What follows belongs to an exercise in optimizing a design on an open flow for small area, a short achievable clock period and few clock cycles; a production flow would make more cautious choices. The RTL was checked by simulation tests, not by an equivalence proof against the original design. No activity file was given, so power comes from the tool's default toggle rates.

--- flow/design.v ---
module block (
	input             clk,
	input      [7:0]  a,
	input      [7:0]  b,
	input             first_in,   
	output reg [20:0] s,
	output reg [20:0] c
);
	reg first;   
	always @(posedge clk)
		first <= first_in;
	wire [63:0] pp;
	wire [20:0] si = first ? 21'h1fffff : s;
	wire [20:0] ci = first ? 21'h1fffff : c;
	genvar i;
	generate for (i = 0; i < 64; i = i + 1) begin : g_pp
		assign pp[i] = ~(a[i / 8] & b[i % 8]);
	end endgenerate
	wire ts0;
	wire tc0;
	wire ts1;
	wire tc1;
	wire ts2;
	wire tc2;
	wire ts3;
	wire tc3;
	wire ts4;
	wire tc4;
	wire ts5;
	wire tc5;
	wire ts6;
	wire tc6;
	wire ts7;
	wire tc7;
	wire ts8;
	wire tc8;
	wire ts9;
	wire tc9;
	wire ts10;
	wire tc10;
	wire ts11;
	wire tc11;
	wire ts12;
	wire tc12;
	wire ts13;
	wire tc13;
	wire ts14;
	wire tc14;
	wire ts15;
	wire tc15;
	wire ts16;
	wire tc16;
	wire ts17;
	wire tc17;
	wire ts18;
	wire tc18;
	wire ts19;
	wire tc19;
	wire ts20;
	wire tc20;
	wire ts21;
	wire tc21;
	wire ts22;
	wire tc22;
	wire ts23;
	wire tc23;
	wire ts24;
	wire tc24;
	wire ts25;
	wire tc25;
	wire ts26;
	wire tc26;
	wire ts27;
	wire tc27;
	wire ts28;
	wire tc28;
	wire ts29;
	wire tc29;
	wire ts30;
	wire tc30;
	wire ts31;
	wire tc31;
	wire ts32;
	wire tc32;
	wire ts33;
	wire tc33;
	wire ts34;
	wire tc34;
	wire ts35;
	wire tc35;
	wire ts36;
	wire tc36;
	wire ts37;
	wire tc37;
	wire ts38;
	wire tc38;
	wire ts39;
	wire tc39;
	wire ts40;
	wire tc40;
	wire ts41;
	wire tc41;
	wire ts42;
	wire tc42;
	wire ts43;
	wire tc43;
	wire ts44;
	wire tc44;
	wire ts45;
	wire tc45;
	wire ts46;
	wire tc46;
	wire ts47;
	wire tc47;
	wire ts48;
	wire tc48;
	wire ts49;
	wire tc49;
	wire ts50;
	wire tc50;
	wire ts51;
	wire tc51;
	wire ts52;
	wire tc52;
	wire ts53;
	wire tc53;
	wire ts54;
	wire tc54;
	wire ts55;
	wire tc55;
	wire ts56;
	wire tc56;
	wire ts57;
	wire tc57;
	wire ts58;
	wire tc58;
	wire ts59;
	wire tc59;
	wire ts60;
	wire tc60;
	wire ts61;
	wire tc61;
	wire ts62;
	wire tc62;
	wire ts63;
	wire tc63;
	wire ts64;
	wire tc64;
	wire ts65;
	wire tc65;
	wire ts66;
	wire tc66;
	wire ts67;
	wire tc67;
	wire ts68;
	wire tc68;
	wire ts69;
	wire tc69;
	wire ts70;
	wire tc70;
	wire ts71;
	wire tc71;
	wire ts72;
	wire tc72;
	wire ts73;
	wire tc73;
	wire ts74;
	wire tc74;
	wire ts75;
	wire tc75;
	wire ts76;
	wire tc76;
	half_adder_n hts0 (pp[7], pp[14], ts0, tc0);
	half_adder_n hts1 (pp[15], pp[22], ts1, tc1);
	half_adder_n hts2 (pp[4], pp[11], ts2, tc2);
	fa fts3 (pp[5], pp[12], pp[19], ts3, tc3);
	half_adder_n hts4 (pp[26], pp[33], ts4, tc4);
	fa fts5 (pp[6], pp[13], pp[20], ts5, tc5);
	fa fts6 (pp[27], pp[34], pp[41], ts6, tc6);
	half_adder_n hts7 (pp[48], si[6], ts7, tc7);
	fa fts8 (pp[21], pp[28], pp[35], ts8, tc8);
	fa fts9 (pp[42], pp[49], pp[56], ts9, tc9);
	fa fts10 (si[7], ci[7], ts0, ts10, tc10);
	fa fts11 (pp[29], pp[36], pp[43], ts11, tc11);
	fa fts12 (pp[50], pp[57], si[8], ts12, tc12);
	fa fts13 (ci[8], ts1, tc0, ts13, tc13);
	fa fts14 (pp[23], pp[30], pp[37], ts14, tc14);
	fa fts15 (pp[44], pp[51], pp[58], ts15, tc15);
	fa fts16 (si[9], ci[9], tc1, ts16, tc16);
	fa fts17 (pp[31], pp[38], pp[45], ts17, tc17);
	fa fts18 (pp[52], pp[59], si[10], ts18, tc18);
	fa fts19 (pp[39], pp[46], pp[53], ts19, tc19);
	half_adder_n hts20 (pp[2], pp[9], ts20, tc20);
	fa fts21 (pp[3], pp[10], pp[17], ts21, tc21);
	half_adder_n hts22 (pp[24], si[3], ts22, tc22);
	fa fts23 (pp[18], pp[25], pp[32], ts23, tc23);
	fa fts24 (si[4], ci[4], ts2, ts24, tc24);
	fa fts25 (pp[40], si[5], ci[5], ts25, tc25);
	fa fts26 (ts3, ts4, tc2, ts26, tc26);
	fa fts27 (ci[6], ts5, ts6, ts27, tc27);
	fa fts28 (ts7, tc3, tc4, ts28, tc28);
	fa fts29 (ts8, ts9, ts10, ts29, tc29);
	fa fts30 (tc5, tc6, tc7, ts30, tc30);
	fa fts31 (ts11, ts12, ts13, ts31, tc31);
	fa fts32 (tc8, tc9, tc10, ts32, tc32);
	fa fts33 (ts14, ts15, ts16, ts33, tc33);
	fa fts34 (tc11, tc12, tc13, ts34, tc34);
	fa fts35 (ci[10], ts17, ts18, ts35, tc35);
	fa fts36 (tc14, tc15, tc16, ts36, tc36);
	fa fts37 (pp[60], si[11], ci[11], ts37, tc37);
	fa fts38 (ts19, tc17, tc18, ts38, tc38);
	fa fts39 (pp[47], pp[54], pp[61], ts39, tc39);
	fa fts40 (si[12], ci[12], tc19, ts40, tc40);
	fa fts41 (pp[55], pp[62], si[13], ts41, tc41);
	half_adder_n hts42 (pp[1], pp[8], ts42, tc42);
	fa fts43 (pp[16], si[2], ci[2], ts43, tc43);
	fa fts44 (ci[3], ts21, ts22, ts44, tc44);
	fa fts45 (ts23, ts24, tc21, ts45, tc45);
	fa fts46 (ts25, ts26, tc23, ts46, tc46);
	fa fts47 (ts27, ts28, tc25, ts47, tc47);
	fa fts48 (ts29, ts30, tc27, ts48, tc48);
	fa fts49 (ts31, ts32, tc29, ts49, tc49);
	fa fts50 (ts33, ts34, tc31, ts50, tc50);
	fa fts51 (ts35, ts36, tc33, ts51, tc51);
	fa fts52 (ts37, ts38, tc35, ts52, tc52);
	fa fts53 (ts39, ts40, tc37, ts53, tc53);
	fa fts54 (ci[13], ts41, tc39, ts54, tc54);
	fa fts55 (pp[63], si[14], ci[14], ts55, tc55);
	half_adder_n hts56 (pp[0], si[0], ts56, tc56);
	fa fts57 (si[1], ci[1], ts42, ts57, tc57);
	fa fts58 (ts20, ts43, tc42, ts58, tc58);
	fa fts59 (tc20, ts44, tc43, ts59, tc59);
	fa fts60 (tc22, ts45, tc44, ts60, tc60);
	fa fts61 (tc24, ts46, tc45, ts61, tc61);
	fa fts62 (tc26, ts47, tc46, ts62, tc62);
	fa fts63 (tc28, ts48, tc47, ts63, tc63);
	fa fts64 (tc30, ts49, tc48, ts64, tc64);
	fa fts65 (tc32, ts50, tc49, ts65, tc65);
	fa fts66 (tc34, ts51, tc50, ts66, tc66);
	fa fts67 (tc36, ts52, tc51, ts67, tc67);
	fa fts68 (tc38, ts53, tc52, ts68, tc68);
	fa fts69 (tc40, ts54, tc53, ts69, tc69);
	fa fts70 (tc41, ts55, tc54, ts70, tc70);
	fa fts71 (si[15], ci[15], tc55, ts71, tc71);
	half_adder_n hts72 (si[16], ci[16], ts72, tc72);
	half_adder_n hts73 (si[17], ci[17], ts73, tc73);
	half_adder_n hts74 (si[18], ci[18], ts74, tc74);
	half_adder_n hts75 (si[19], ci[19], ts75, tc75);
	half_adder_n hts76 (si[20], ci[20], ts76, tc76);
	always @(posedge clk) begin
		s <= {ts76, ts75, ts74, ts73, ts72, ts71, ts70, ts69, ts68, ts67, ts66, ts65, ts64, ts63, ts62, ts61, ts60, ts59, ts58, ts57, ci[0]};
		c <= {tc75, tc74, tc73, tc72, tc71, tc70, tc69, tc68, tc67, tc66, tc65, tc64, tc63, tc62, tc61, tc60, tc59, tc58, tc57, tc56, ts56};
	end
endmodule
module fa (input a, input b, input c, output s, output co);
	assign s = a ^ b ^ c;
	assign co = (a & b) | (a & c) | (b & c);
endmodule
module half_adder_n (input a, input b, output s, output co);
	gate_xnor gx (a, b, s);
	gate_or go (a, b, co);
endmodule
module gate_xnor (input a, input b, output y);
	assign y = ~(a ^ b);
endmodule
module gate_or (input a, input b, output y);
	assign y = a | b;
endmodule
module systolic_array (
	input          clk,
	input  [31:0]  a_word,      
	input  [31:0]  b_word,      
	input  [3:0]   first,       
	output [167:0] row0,        
	output [167:0] row1,
	output [167:0] row2,
	output [167:0] row3
);
	reg [31:0] b1, b2, b3;
	reg [7:0]  a1_0;
	reg [7:0]  a2_0, a2_1;
	reg [7:0]  a3_0, a3_1, a3_2;
	always @(posedge clk) begin
		b1 <= b_word;
		b2 <= b1;
		b3 <= b2;
		a1_0 <= a_word[23:16];
		a2_0 <= a_word[15:8];
		a2_1 <= a2_0;
		a3_0 <= a_word[7:0];
		a3_1 <= a3_0;
		a3_2 <= a3_1;
	end
	wire [7:0]  ar [0:3];
	wire [31:0] br [0:3];
	assign ar[0] = a_word[31:24];
	assign ar[1] = a1_0;
	assign ar[2] = a2_1;
	assign ar[3] = a3_2;
	assign br[0] = b_word;
	assign br[1] = b1;
	assign br[2] = b2;
	assign br[3] = b3;
	wire [83:0] rs [0:3];
	wire [83:0] rc [0:3];
	genvar r, c;
	generate
		for (r = 0; r < 4; r = r + 1) begin : g_row
			for (c = 0; c < 4; c = c + 1) begin : g_col
				block P (
					.clk(clk),
					.a(ar[r]),
					.b(br[r][31-8*c -: 8]),
					.first_in(first[r]),
					.s(rs[r][83-21*c -: 21]),
					.c(rc[r][83-21*c -: 21])
				);
			end
		end
	endgenerate
	assign row0 = {rs[0], rc[0]};
	assign row1 = {rs[1], rc[1]};
	assign row2 = {rs[2], rc[2]};
	assign row3 = {rs[3], rc[3]};
endmodule
module TPU_fsm (
	input             clk,
	input             rst_n,
	input             in_valid,
	input      [7:0]  K,
	input      [7:0]  M,
	input      [7:0]  N,
	output reg        busy,
	output reg [7:0]  A_idx,
	output reg [7:0]  B_idx,
	output reg        fetch_v,      
	output     [3:0]  first_row,    
	output     [3:0]  wr_row,       
	output reg [7:0]  C_idx
);
	reg        act;
	reg [4:0]  k, Km1, Kpm1;
	reg [2:0]  mb, nb, MBm1, NBm1;
	reg [1:0]  Kpad;       
	reg [1:0]  Mpad;       
	reg [7:0]  bbase;
	reg [3:0]  first_c;    
	reg [5:0]  last_c;
	reg [6:0]  fin_c;
	wire start    = in_valid & ~busy;
	wire tile_end = (k == Kpm1);
	wire mb_end   = (mb == MBm1);
	wire nb_end   = (nb == NBm1);
	reg [4:0]  k_n;
	reg [2:0]  mb_n, nb_n;
	wire [7:0] inc   = tile_end ? 8'd1 - {6'd0, Kpad} : 8'd1;
	wire [7:0] a_sum = A_idx + inc;
	wire [7:0] b_sum = B_idx + inc;
	wire [7:0] a_n   = (tile_end & mb_end) ? 8'd0 : a_sum;
	wire [7:0] b_n   = (tile_end & ~mb_end) ? bbase : b_sum;
	always @(*) begin
		k_n = k + 5'd1;
		mb_n = mb;
		nb_n = nb;
		if (tile_end) begin
			k_n = 5'd0;
			if (!mb_end) begin
				mb_n = mb + 3'd1;
			end else begin
				mb_n = 3'd0;
				nb_n = nb + 3'd1;
			end
		end
	end
	wire last_n = (k_n == Km1);
	wire fin_n  = last_n & (mb_n == MBm1) & (nb_n == NBm1);
	wire [4:0] Kin_m1 = K[4:0] - 5'd1;
	wire final_fetch = tile_end & mb_end & nb_end;
	always @(posedge clk) begin
		if (!rst_n) begin
			act <= 1'b0;
			busy <= 1'b0;
			fetch_v <= 1'b0;
			first_c[0] <= 1'b0;
			last_c[0] <= 1'b0;
			fin_c[0] <= 1'b0;
		end else begin
			if (start)
				busy <= 1'b1;
			else if (fin_c[6])
				busy <= 1'b0;
			if (start) begin
				act <= 1'b1;
				fetch_v <= 1'b1;
				first_c[0] <= 1'b1;
				last_c[0] <= (K == 8'd1);
				fin_c[0] <= (K == 8'd1) & (M <= 8'd4) & (N <= 8'd4);
			end else if (act & ~final_fetch) begin
				fetch_v <= (k_n <= Km1);
				first_c[0] <= (k_n == 5'd0);
				last_c[0] <= last_n;
				fin_c[0] <= fin_n;
			end else begin
				act <= 1'b0;
				fetch_v <= 1'b0;
				first_c[0] <= 1'b0;
				last_c[0] <= 1'b0;
				fin_c[0] <= 1'b0;
			end
		end
	end
	always @(posedge clk) begin
		if (!busy) begin
			k <= 5'd0;
			mb <= 3'd0;
			nb <= 3'd0;
			bbase <= 8'd0;
			A_idx <= 8'd0;
			B_idx <= 8'd0;
			Km1 <= Kin_m1;
			Kpm1 <= (K < 8'd4) ? 5'd3 : Kin_m1;
			MBm1 <= (M - 8'd1) >> 2;
			NBm1 <= (N - 8'd1) >> 2;
			Kpad <= (K < 8'd4) ? 2'd0 - K[1:0] : 2'd0;
			Mpad <= 2'd0 - M[1:0];
		end else if (act & ~final_fetch) begin
			k <= k_n;
			mb <= mb_n;
			nb <= nb_n;
			if (tile_end & mb_end)
				bbase <= b_sum;
			A_idx <= a_n;
			B_idx <= b_n;
		end
	end
	always @(posedge clk) begin
		if (!rst_n) begin
			last_c[5:1] <= 5'd0;
			fin_c[6:1] <= 6'd0;
		end else begin
			last_c[5:1] <= last_c[4:0];
			fin_c[6:1] <= fin_c[5:0];
		end
		first_c[3:1] <= first_c[2:0];
	end
	assign first_row = first_c[3:0];
	assign wr_row    = last_c[5:2];
	reg [7:0] cbn;
	reg [2:0] wmb;
	always @(posedge clk) begin
		if (!busy) begin
			cbn <= 8'd0;
			wmb <= 3'd0;
		end else if (last_c[2]) begin
			if (wmb == MBm1) begin
				wmb <= 3'd0;
				cbn <= cbn + 8'd4 - {6'd0, Mpad};
			end else begin
				wmb <= wmb + 3'd1;
				cbn <= cbn + 8'd4;
			end
		end
		C_idx <= last_c[2] ? cbn : C_idx + 8'd1;
	end
endmodule
module TPU (
	clk,
	rst_n,
	in_valid,
	K,
	M,
	N,
	busy,
	A_index,
	A_data_out,
	B_index,
	B_data_out,
	C_wr_en,
	C_index,
	C_data_in
);
input            clk;
input            rst_n;
input            in_valid;
input  [7:0]     K;
input  [7:0]     M;
input  [7:0]     N;
output           busy;
output [15:0]    A_index;
input  [31:0]    A_data_out;
output [15:0]    B_index;
input  [31:0]    B_data_out;
output reg       C_wr_en;
output [15:0]    C_index;
output [127:0]   C_data_in;
wire [7:0] A_idx, B_idx, C_idx;
wire       fetch_v;
wire [3:0] first_row, wr_row;
TPU_fsm ctrl (
	.clk(clk),
	.rst_n(rst_n),
	.in_valid(in_valid),
	.K(K),
	.M(M),
	.N(N),
	.busy(busy),
	.A_idx(A_idx),
	.B_idx(B_idx),
	.fetch_v(fetch_v),
	.first_row(first_row),
	.wr_row(wr_row),
	.C_idx(C_idx)
);
assign A_index = {8'd0, A_idx};
assign B_index = {8'd0, B_idx};
assign C_index = {8'd0, C_idx};
reg [31:0] a_word, b_word;
always @(posedge clk) begin
	a_word <= fetch_v ? A_data_out : 32'd0;
	b_word <= B_data_out;
end
wire [167:0] row0, row1, row2, row3;
systolic_array sa (
	.clk(clk),
	.a_word(a_word),
	.b_word(b_word),
	.first(first_row),
	.row0(row0),
	.row1(row1),
	.row2(row2),
	.row3(row3)
);
wire [167:0] sel = ({168{wr_row[0]}} & row0) | ({168{wr_row[1]}} & row1) |
                   ({168{wr_row[2]}} & row2) | ({168{wr_row[3]}} & row3);
reg [83:0] c_row;
always @(posedge clk) begin
	if (!rst_n)
		C_wr_en <= 1'b0;
	else
		C_wr_en <= |wr_row;
	c_row[83:63] <= ~sel[167:147] + ~sel[83:63];
	c_row[62:42] <= ~sel[146:126] + ~sel[62:42];
	c_row[41:21] <= ~sel[125:105] + ~sel[41:21];
	c_row[20:0]  <= ~sel[104:84]  + ~sel[20:0];
end
assign C_data_in = {11'd0, c_row[83:63], 11'd0, c_row[62:42],
                    11'd0, c_row[41:21], 11'd0, c_row[20:0]};
endmodule
--- flow/flow/run.sh ---
#!/bin/bash
set -euo pipefail
MARGIN=$(cat flow/margin.txt)
bash standard.sh SETUP_SLACK_MARGIN=$MARGIN \
  "BUFFER_PORTS_ARGS=-inputs -outputs -buffer_cell sky130_fd_sc_hd__buf_2" \
  finish > standard.log 2>&1
--- flow/flow/margin.txt ---
6.6
--- flow/standard.sh ---
#!/bin/bash
# synth_recipe.tcl (not shown) runs the flow's synth.tcl, then flattens the netlist and writes it again
# the make line also repeats each setting of config.mk as NAME=value (left out here)
make -C /OpenROAD-flow-scripts/flow DESIGN_CONFIG=/design/flow/config.mk WORK_HOME=/design/flow/orfs CLKGATE_MAP_FILE= SYNTH_SCRIPT=/design/flow/synth_recipe.tcl "${@:-finish}"
--- flow/config.mk ---
export PLATFORM = sky130hd
export DESIGN_NAME = TPU
export DESIGN_NICKNAME = TPU
export VERILOG_FILES = /design/flow/design.v
export SDC_FILE = /design/flow/constraint.sdc
export NUM_CORES = 4
export LEC_CHECK = 0
export CAP_MARGIN = 20
export CORE_MARGIN = 2
export CORE_UTILIZATION = 50
export CTS_CLUSTER_DIAMETER = 100
export CTS_CLUSTER_SIZE = 20
export SLEW_MARGIN = 20
export SYNTH_HIERARCHICAL = 1
export SYNTH_MINIMUM_KEEP_SIZE = 0
--- flow/constraint.sdc ---
create_clock -name core_clock -period 10.0 [get_ports {clk}]
set_input_delay 2.0000 -clock core_clock [delete_from_list [all_inputs] [get_ports {clk}]]
set_output_delay 2.0000 -clock core_clock [all_outputs]
set_load 0.01 [all_outputs]
==> parameters.txt, run 1 <==
Parameter                              Value

Hold path
  Path category of the worst min-delay check ... register to register

Clocking
  Number of buffers created by CTS ... 60
  Hold buffer count at cts ... 0
  TritonCTS clock tree ... yes
  Root cell of the clock tree ... sky130_fd_sc_hd__clkbuf_16
  Maximum buffer depth of the clock tree ... 3
  Insertion delay to the later sink of the worst-skew pair ... 0.72 ns
  Sinks on Clock Net ... 1,075
  Clock input transition at the sequential cells of the worst setup and hold paths ... 0.10 ns
  # H-tree levels ... 2

Timing
  Worst Tran Pin Value ... 0.922 ns
  Top achievable clock speed ... 300 MHz
  Final worst-path setup slack ... 6.67 ns
  Clk_skew ... 0.0289 ns
  Hold Violations, Final ... 0
  Total setup violations reported at the end of the flow ... 0
  Max Slew Vio Count ... 0
  Period utilisation layout ... 33.3%
  Setup total negative slack ... 0 ns
  Worst-case headroom to the max-slew limit ... 38.6%
  RSZ-0062 raised after global routing ... yes
  Final worst path period need ... 3.33 ns

Final layout
  Ratio of cells with drive above 1 in the final layout ... 7.55%
  Non-filler instance count after layout ... 7,690
  Area used by sequential logic in the layout ... 21,800 um^2
  Fill count ... 11,461
  Share of the core filled with cells in the final layout ... 53.3%
  Most used cells in the layout excluding fill and tap cells ... sky130_fd_sc_hd__nand2_1, sky130_fd_sc_hd__fa_1, sky130_fd_sc_hd__dfxtp_1
  Number of nets at the end of the flow ... 7,139
  Area growth from synthesis to layout ... 5.51%
  Area of the multi-input gates ... 41,400 um^2
  Leading cell type in the layout, fill and taps excluded ... sky130_fd_sc_hd__nand2_1

Drt
  Number of DRC violations after detailed routing ... 0
  Average routed wire per standard cell ... 22.7 um
  Via count ... 42,685
  Routed vias/inst ... 5.55
  Antenna Violating Nets Remaining ... 0
  Detailed Route WL ... 174 mm
  Initial DRC count ... 2,853
  First-pass DRT Iterations ... 5

Placement
  Post-detailed-placement half-perimeter wirelength ... 122 mm
  Count of port buffers added during placement ... 200
  Routability cong. ... 0.868
  Worst-case setup slack after placement ... 5.77 ns
  Number of placed instances, taps included ... 7,578

Global routing
  Largest net degree at the start of global routing ... 73
  Overall Global Routing Usage ... 25.9%
  Vias in the first global route ... 45,341
  Wire length of the first global-routing pass ... 270 mm
  Total congestion overflow ... 0
  Number of antenna violations at the first check in global routing ... 19

Critical path
  Critical Path Slowest Stage Cell ... sky130_fd_sc_hd__dfxtp_2
  Buf/Inv on CP ... 1
  Arrival time at the worst endpoint ... 1.33 ns
  Register-to-register path setup slack ... 6.68 ns
  Top delay family on crit path ... flip-flops
  Critical path start-end classification ... register to primary output
  Type of destination of the critical path ... primary output
  Required time of the critical path ... 8.00 ns
  Cells along the critical path ... buf_2
  Worst-path fanout max ... 10
  Worst Setup Start Kind ... register
  Slowest cell delay on critical path ... 0.45 ns

Logic synthesis
  Warnings, synthesis ... 10
  Post-synthesis cell area ... 65,700 um^2
  Gate count after technology mapping ... 6,020
  Syn avg cell area ... 10.9 um^2

Floorplanning
  Cell row count ... 132
  I/O pin total ... 269
  Total die area ... 134,000 um^2
  Initial core utilization ... 50.5%
  Die height ... 366 um
  Die W ... 366 um
  Core footprint ... 130,000 um^2

Pwr
  Total power divided by cell area ... 182 nW/um^2
  IR drop worst, VDD ... 0.145 mV
  Leakage power total ... 20.8 nW

Job
  Count of max-cap constraint violations ... 0

Status
  Run status ... no timing/DRC/antenna violations
==> cell type report <==
cell class              instances  area share (%)
diodes                          1         0.00361
clock buffers                  72            2.29
clock inverters                 6          0.0993
inverters                      35           0.190
multi-input cells            4469            59.8
flip-flops and latches       1075            31.5
well taps                    1742            3.15
repair buffers                290            2.98
==> where the power goes <==
part           internal [mW]  switching [mW]  total (mW)  leakage, nW
Sequential              5.18           0.700        5.88         8.92
Combinational           1.89            2.19        4.08         11.0
Clock                   1.14            1.51        2.65        0.808
Total                   8.21            4.40        12.6         20.8
==> sequential cells by signal, indices dropped and copies added (netlist names), 16 cells and up <==
signal and flops:
b_word 32, sa.g_row.g_col.P.first 16, sa.g_row.g_col.P.c 336, c_row 84, sa.g_row.g_col.P.s 336, sa.b3 32
sa.b1 32, a_word 32, sa.b2 32
==> layer usage <==
| metal | GRT usage [%] | wire, um | up-vias |
|---|---|---|---|
| li1 | - | - | 19027 |
| met1 | 36.8 | 78100 | 22005 |
| met2 | 40.3 | 79000 | 1389 |
| met3 | 5.58 | 12900 | 242 |
| met4 | 6.53 | 4190 | 22 |
| met5 | 0 | 125 | - |
==> worst paths after layout <==
check,startpoint,end,cells past startpoint
max reg2reg,ctrl.last_c[2],c_row[20],12
min reg2reg,sa.a3_1[2],sa.a3_2[2],0
max,ctrl.B_idx[2],B_index[2],1
min,sa.a3_1[2],sa.a3_2[2],0
==> stage by stage <==
step	cell area (um^2)	hold WS, ns	power [mW]
2_1_floorplan	65900	0.310	8.81
3_3_place_gp	66900	0.311	9.89
3_5_place_dp	66900	0.312	10.0
4_1_cts	68900	0.321	12.7
5_1_grt	69300	0.322	13.6
6_report	69300	0.325	12.6
==> timing repair <==
action	in CTS	in global routing
setup buffers	11	18
cloned	2	2
gates resized for setup	43	31
pin swaps	0	2
endpoints found under the hold margin	0	0
setup endpoints to repair	163	89
Testbench counts, summed over its fixed seeds: cycles 19,071.
==> inputs of run 2 (changes only) <==
==> flow/flow/margin.txt (replaced) <==
6.8
==> parameters.txt, run 2 <==
Parameter                              Value

Status
  Run status ... no timing/DRC/antenna violations (unchanged)

Hold path
  Hold Crit Depth ... 0 (unchanged)
  Hold endpoint ... sa.a2_1[7] (was sa.a3_2[2])
  Hold Crit Start ... sa.a2_0[7] (was sa.a3_1[2])
  Path category of the worst min-delay check ... register to register (unchanged)

Critical path
  Path depth of the worst reg2reg path ... 8 (was 12)
  Slowest cell delay on critical path ... 0.41 ns (was 0.45 ns)
  Number of cells on the critical path ... 1 (unchanged)
  Worst Setup Start Kind ... register (unchanged)
  Critical path start-end classification ... register to primary output (unchanged)
  Critical register-to-register path startpoint ... a_word[25] (was ctrl.last_c[2])
  Cells along the critical path ... buf_6 (was buf_2)
  Type of destination of the critical path ... primary output (unchanged)
  Top delay family on crit path ... flip-flops (unchanged)
  Worst-path fanout max ... 1 (was 10)
  Arrival time at the worst endpoint ... 1.26 ns (was 1.33 ns)
  Buf/Inv on CP ... 1 (unchanged)
  Critical Path Slowest Stage Cell ... sky130_fd_sc_hd__dfxtp_4 (was sky130_fd_sc_hd__dfxtp_2)
  Register-to-register path setup slack ... 6.86 ns (was 6.68 ns)
  R2R Path End ... sa.g_row[0].g_col[2].P.s[6] (was c_row[20])
  Required time of the critical path ... 8.00 ns (about the same)

Timing
  RSZ-0062 raised after global routing ... yes (unchanged)
  Period utilisation layout ... 32.6% (was 33.3%)
  Max Slew Vio Count ... 0 (unchanged)
  Clk_skew ... 0.0461 ns (was 0.0289 ns)
  Hold Violations, Final ... 0 (unchanged)
  Top achievable clock speed ... 306 MHz (was 300 MHz)
  Worst-case headroom to the max-slew limit ... 36.6% (was 38.6%)
  Final worst path period need ... 3.26 ns (was 3.33 ns)
  Total setup violations reported at the end of the flow ... 0 (unchanged)
  Setup total negative slack ... 0 ns (unchanged)
  Final worst-path setup slack ... 6.74 ns (was 6.67 ns)
  Worst Tran Pin Value ... 0.951 ns (was 0.922 ns)

Final layout
  Most used cells in the layout excluding fill and tap cells ... sky130_fd_sc_hd__nand2_1, sky130_fd_sc_hd__fa_1, sky130_fd_sc_hd__dfxtp_1 (unchanged)
  Fill count ... 11,207 (was 11,461)
  Leading cell type in the layout, fill and taps excluded ... sky130_fd_sc_hd__nand2_1 (unchanged)
  Biggest regs ... sa.g_row.g_col.P.c: 336 flops, sa.g_row.g_col.P.s: 336 flops, c_row: 84 flops (unchanged)
  Area used by sequential logic in the layout ... 22,000 um^2 (was 21,800 um^2)
  Number of nets at the end of the flow ... 7,215 (was 7,139)
  Ratio of cells with drive above 1 in the final layout ... 11.2% (was 7.55%)
  Area growth from synthesis to layout ... 9.02% (was 5.51%)
  Area of the multi-input gates ... 41,800 um^2 (was 41,400 um^2)

Logic synthesis
  Warnings, synthesis ... 10 (unchanged)
  Gate count after technology mapping ... 6,020 (unchanged)
  Syn avg cell area ... 10.9 um^2 (unchanged)
  Post-synthesis cell area ... 65,700 um^2 (unchanged)

Floorplanning
  Core footprint ... 130,000 um^2 (unchanged)
  Die W ... 366 um (unchanged)
  Initial core utilization ... 50.5% (unchanged)
  Cell row count ... 132 (unchanged)
  I/O pin total ... 269 (unchanged)
  Die height ... 366 um (unchanged)
  Total die area ... 134,000 um^2 (unchanged)

Clocking
  Maximum buffer depth of the clock tree ... 3 (unchanged)
  # H-tree levels ... 2 (unchanged)
  Root cell of the clock tree ... sky130_fd_sc_hd__clkbuf_16 (unchanged)
  TritonCTS clock tree ... yes (unchanged)
  Insertion delay to the later sink of the worst-skew pair ... 0.74 ns (was 0.72 ns)
  Number of buffers created by CTS ... 61 (was 60)
  Sinks on Clock Net ... 1,075 (unchanged)
  Clock input transition at the sequential cells of the worst setup and hold paths ... 0.10 ns (about the same)

Drt
  Routed length on met3 ... 15.7 mm (was 12.9 mm)
  First-pass DRT Iterations ... 6 (was 5)
  Initial DRC count ... 3,286 (was 2,853)
  M1 WL ... 81.2 mm (was 78.1 mm)
  Average routed wire per standard cell ... 23.8 um (was 22.7 um)
  Highest signal layer in the routed design ... met5 (unchanged)
  Routed vias/inst ... 5.58 (was 5.55)
  Detailed Route WL ... 185 mm (was 174 mm)
  Routed length on met2 ... 82.6 mm (was 79.0 mm)
  Number of DRC violations after detailed routing ... 0 (unchanged)
  Antenna Violating Nets Remaining ... 0 (unchanged)
  Via count ... 43,383 (was 42,685)

Placement
  Post-detailed-placement half-perimeter wirelength ... 124 mm (was 122 mm)
  Routability cong. ... 0.874 (was 0.868)
  Worst-case setup slack after placement ... 5.59 ns (was 5.77 ns)
  Count of port buffers added during placement ... 200 (unchanged)

Pwr
  Share of total power in combinational logic ... 33.0% (was 32.4%)
  Switching fraction of total power ... 35.4% (was 34.9%)
  Net Switching ... 4.53 mW (was 4.40 mW)
  Leakage power total ... 21.6 nW (was 20.8 nW)
  IR drop worst, VDD ... 0.148 mV (was 0.145 mV)
  Clock power share ... 20.8% (was 21.0%)
  Cell internal power dissipation ... 8.29 mW (was 8.21 mW)
  Total power divided by cell area ... 179 nW/um^2 (was 182 nW/um^2)
  Proportion of power drawn by flip-flops and latches ... 46.2% (was 46.6%)

Global routing
  Total congestion overflow ... 0 (unchanged)
  Number of antenna violations at the first check in global routing ... 20 (was 19)
  Largest net degree at the start of global routing ... 67 (was 73)
  Wire length of the first global-routing pass ... 275 mm (was 270 mm)
  Overall Global Routing Usage ... 26.4% (was 25.9%)
  Vias in the first global route ... 45,695 (was 45,341)

Job
  Count of max-cap constraint violations ... 0 (unchanged)
run 2: metal layers:
layer | global-route usage, % | up-vias
met1 | 38.1 | 22357
met5 | 0 | -
met3 | 4.64 | 252
met2 | 41.4 | 1571
li1 | - | 19185
met4 | 6.60 | 18
run 2: worst max path at each step:
stage                    from       endpoint  slack (ns)
3_5_place_dp   ctrl.last_c[3]      c_row[20]        5.59
2_1_floorplan            K[3]  ctrl.fin_c[0]        6.78
5_1_grt        ctrl.last_c[2]      c_row[80]        6.72
3_3_place_gp   ctrl.last_c[3]      c_row[16]        5.69
4_1_cts             c_row[41]  C_data_in[52]        6.71
6_report            c_row[25]  C_data_in[36]        6.74
run 2: power groups by stage:
stage	logic (mW)	clock network (mW)	registers [mW]
6_report	4.23	2.66	5.93
5_1_grt	4.90	2.88	6.00
4_1_cts	4.21	2.73	5.91
3_5_place_dp	4.10	0	6.00
3_3_place_gp	3.94	0	6.04
2_1_floorplan	3.27	0	5.54
run 2: cell type report:
type                    instances  share of cell area, %
clock buffers                  72                   2.26
flip-flops and latches       1075                   30.7
diodes                          4                 0.0140
well taps                    1742                   3.04
inverters                      35                  0.183
multi-input cells            4469                   58.3
clock inverters                 7                 0.0891
repair buffers                365                   5.36
run 2: repair_timing:
item | in CTS | in global routing
pin swaps | 5 | 17
hold buffers | 0 | 0
gates resized for setup | 298 | 132
setup endpoints to repair | 357 | 166
gates cloned | 5 | 11
buffers inserted | 43 | 46
run 2: through the flow:
step                power [mW]  instance area, um^2  util, %  std cells  hold WS (ns)
CTS                       12.8                70300     54.0       7708         0.319
finish                    12.8                71600     55.1       7769         0.306
floorplan                 8.81                66000        -       6087         0.310
detailed placement        10.1                66900     51.5       7581         0.312
global route              13.8                71600     55.1       7767         0.327
global placement          9.98                66900     51.5       7581         0.311
==> inputs of run 3 (changes only) <==
==> flow/flow/margin.txt (replaced) <==
6.7
==> parameters.txt, run 3 <==
Parameter                              Value

Global routing
  Overall Global Routing Usage ... 25.9% (was 26.4%)
  Largest net degree at the start of global routing ... 65 (was 67)
  Total congestion overflow ... 0 (unchanged)
  Number of antenna violations at the first check in global routing ... 18 (was 20)
  Wire length of the first global-routing pass ... 268 mm (was 275 mm)
  Vias in the first global route ... 44,710 (was 45,695)

Timing
  Worst Tran Pin Value ... 0.968 ns (was 0.951 ns)
  Max Slew Vio Count ... 0 (unchanged)
  Period utilisation layout ... 32.6% (about the same)
  Smallest hold slack ... 0.319 ns (was 0.306 ns)
  Setup total negative slack ... 0 ns (unchanged)
  Final worst-path setup slack ... 6.74 ns (about the same)
  Clk_skew ... 0.0230 ns (was 0.0461 ns)
  Total setup violations reported at the end of the flow ... 0 (unchanged)
  Top achievable clock speed ... 307 MHz (was 306 MHz)
  Hold Violations, Final ... 0 (unchanged)
  Final worst path period need ... 3.26 ns (about the same)
  RSZ-0062 raised after global routing ... yes (unchanged)
  Worst-case headroom to the max-slew limit ... 35.4% (was 36.6%)

Job
  Count of max-cap constraint violations ... 0 (unchanged)

Drt
  Average routed wire per standard cell ... 22.6 um (was 23.8 um)
  First-pass DRT Iterations ... 5 (was 6)
  Highest signal layer in the routed design ... met5 (unchanged)
  Initial DRC count ... 3,112 (was 3,286)
  Routed length on met2 ... 81.0 mm (was 82.6 mm)
  Number of DRC violations after detailed routing ... 0 (unchanged)
  Detailed Route WL ... 174 mm (was 185 mm)
  Routed length on met3 ... 11.4 mm (was 15.7 mm)
  Routed vias/inst ... 5.52 (was 5.58)
  Via count ... 42,547 (was 43,383)
  Antenna Violating Nets Remaining ... 0 (unchanged)
  M1 WL ... 76.5 mm (was 81.2 mm)

Critical path
  Worst Setup Start Kind ... register (unchanged)
  Crit path from ... c_row[59] (was c_row[25])
  R2R Path End ... sa.g_row[0].g_col[0].P.s[8] (was sa.g_row[0].g_col[2].P.s[6])
  Arrival time at the worst endpoint ... 1.26 ns (about the same)
  Slowest cell delay on critical path ... 0.41 ns (about the same)
  Critical Path Slowest Stage Cell ... sky130_fd_sc_hd__dfxtp_1 (was sky130_fd_sc_hd__dfxtp_4)
  Buf/Inv on CP ... 1 (unchanged)
  Path depth of the worst reg2reg path ... 7 (was 8)
  Critical register-to-register path startpoint ... a_word[24] (was a_word[25])
  Required time of the critical path ... 8.00 ns (about the same)
  Register-to-register path setup slack ... 6.78 ns (was 6.86 ns)
  Critical path start-end classification ... register to primary output (unchanged)
  Top delay family on crit path ... flip-flops (unchanged)
  End point of the critical path ... C_data_in[81] (was C_data_in[36])
  Cells along the critical path ... buf_4 (was buf_6)
  Type of destination of the critical path ... primary output (unchanged)
  Worst-path fanout max ... 1 (unchanged)
  Number of cells on the critical path ... 1 (unchanged)

Placement
  Count of port buffers added during placement ... 200 (unchanged)
  Post-detailed-placement half-perimeter wirelength ... 122 mm (was 124 mm)
  Routability cong. ... 0.881 (was 0.874)
  Worst-case setup slack after placement ... 5.43 ns (was 5.59 ns)

Floorplanning
  Initial core utilization ... 50.5% (unchanged)
  I/O pin total ... 269 (unchanged)
  Cell row count ... 132 (unchanged)
  Total die area ... 134,000 um^2 (unchanged)
  Core footprint ... 130,000 um^2 (unchanged)
  Die height ... 366 um (unchanged)
  Die W ... 366 um (unchanged)

Pwr
  IR drop worst, VDD ... 0.121 mV (was 0.148 mV)
  Leakage power total ... 20.9 nW (was 21.6 nW)
  Total power divided by cell area ... 183 nW/um^2 (was 179 nW/um^2)

Clocking
  Insertion delay to the later sink of the worst-skew pair ... 0.70 ns (was 0.74 ns)
  Number of buffers created by CTS ... 66 (was 61)
  Sinks on Clock Net ... 1,075 (unchanged)
  Clock input transition at the sequential cells of the worst setup and hold paths ... 0.09 ns (was 0.10 ns)
  # H-tree levels ... 3 (was 2)
  Root cell of the clock tree ... sky130_fd_sc_hd__clkbuf_16 (unchanged)
  Hold buffer count at cts ... 0 (unchanged)
  TritonCTS clock tree ... yes (unchanged)
  Maximum buffer depth of the clock tree ... 3 (unchanged)

Final layout
  Leading cell type in the layout, fill and taps excluded ... sky130_fd_sc_hd__nand2_1 (unchanged)
  Most used cells in the layout excluding fill and tap cells ... sky130_fd_sc_hd__nand2_1, sky130_fd_sc_hd__fa_1, sky130_fd_sc_hd__dfxtp_1 (unchanged)
  Number of nets at the end of the flow ... 7,149 (was 7,215)
  Biggest regs ... sa.g_row.g_col.P.c: 336 flops, sa.g_row.g_col.P.s: 336 flops, c_row: 84 flops (unchanged)
  Area growth from synthesis to layout ... 6.19% (was 9.02%)
  Ratio of cells with drive above 1 in the final layout ... 8.52% (was 11.2%)

Logic synthesis
  Syn avg cell area ... 10.9 um^2 (unchanged)
  Warnings, synthesis ... 10 (unchanged)
  Post-synthesis cell area ... 65,700 um^2 (unchanged)
  Gate count after technology mapping ... 6,020 (unchanged)

Status
  Run status ... no timing/DRC/antenna violations (unchanged)

Hold path
  Path category of the worst min-delay check ... register to register (unchanged)
  Hold Crit Start ... a_word[13] (was sa.a2_0[7])
  Hold Crit Depth ... 0 (unchanged)
==> run 3: metal layers <==
layer	global-route usage (%)	up-vias
met2	41.5	1351
met1	36.1	21845
met3	4.99	270
li1	-	19051
met4	6.70	30
met5	0	-
==> run 3: per-stage QoR <==
step / power (mW) / area [um^2] / cells / utilization (%)
final: 12.8 / 69700 / 7706 / 53.7
after global routing: 13.8 / 69700 / 7705 / 53.7
after CTS: 12.9 / 69300 / 7686 / 53.3
after detailed placement: 10.1 / 66800 / 7571 / 51.4
after global placement: 9.95 / 66800 / 7571 / 51.4
after floorplan: 8.81 / 66000 / 6087 / -
==> run 3: what timing repair did <==
| action | 4_1_cts | 5_1_grt |
|---|---|---|
| resized for setup | 96 | 60 |
| gates cloned | 2 | 3 |
| pin swaps | 1 | 12 |
| setup buffers | 23 | 16 |
| setup endpoints to repair | 277 | 76 |
==> run 3: cell type report <==
cell class | count | area (um^2)
antenna | 1 | 2.50
clock buffer | 77 | 1760
clock inverter | 13 | 105
fill | 11489 | 60200
inverter | 35 | 131
multi-input combinational | 4469 | 41500
sequential | 1075 | 21900
tap | 1742 | 2180
timing repair buffer | 294 | 2150
==> run 3: worst min path at each step <==
stage | to | slack [ns]
2_1_floorplan | sa.a1_0[0] | 0.31
6_report | sa.a2_0[5] | 0.32
3_3_place_gp | sa.a3_0[2] | 0.31
4_1_cts | sa.a2_0[5] | 0.32
5_1_grt | sa.a2_0[5] | 0.33
3_5_place_dp | sa.a2_1[5] | 0.31
==> run 3: power breakdown <==
part	internal [mW]	leakage (nW)	switching, mW
registers	5.18	8.92	0.749
logic	1.89	11.1	2.17
clock network	1.26	0.907	1.55
total	8.33	20.9	4.47

-- separate check: timing with driven ports --
The flow's constraints put no driver on any port. The routed layouts listed below were extracted and timed again, unchanged, in two steps.
Step 1, drivers: a clkbuf_16 drives clk and a buf_2 each remaining input, both assumed.
Step 2, shift: input delay + t, output delay - t, t = (earliest + latest rising clock arrival at the registers) / 2. This alone moves slack from input paths to output paths.
Three values: no drivers, after step 1, after step 2; two values: the first two.
run	t (ns)	setup WS [ns]	worst setup path at the end	latest minus earliest clock arrival (ns)
run 1	0.788	6.665 / 6.585 / 6.195	input to register	0.029 / 0.029
run 2	0.794	6.735 / 6.655 / 6.331	input to register	0.051 / 0.050
run 3	0.768	6.739 / 6.660 / 6.292	input to register	0.029 / 0.029
After both steps every run listed still meets setup and hold. For run 1, which loses most, drivers alone change the setup slack by -0.080 ns; drivers and shift together by -0.470 ns.
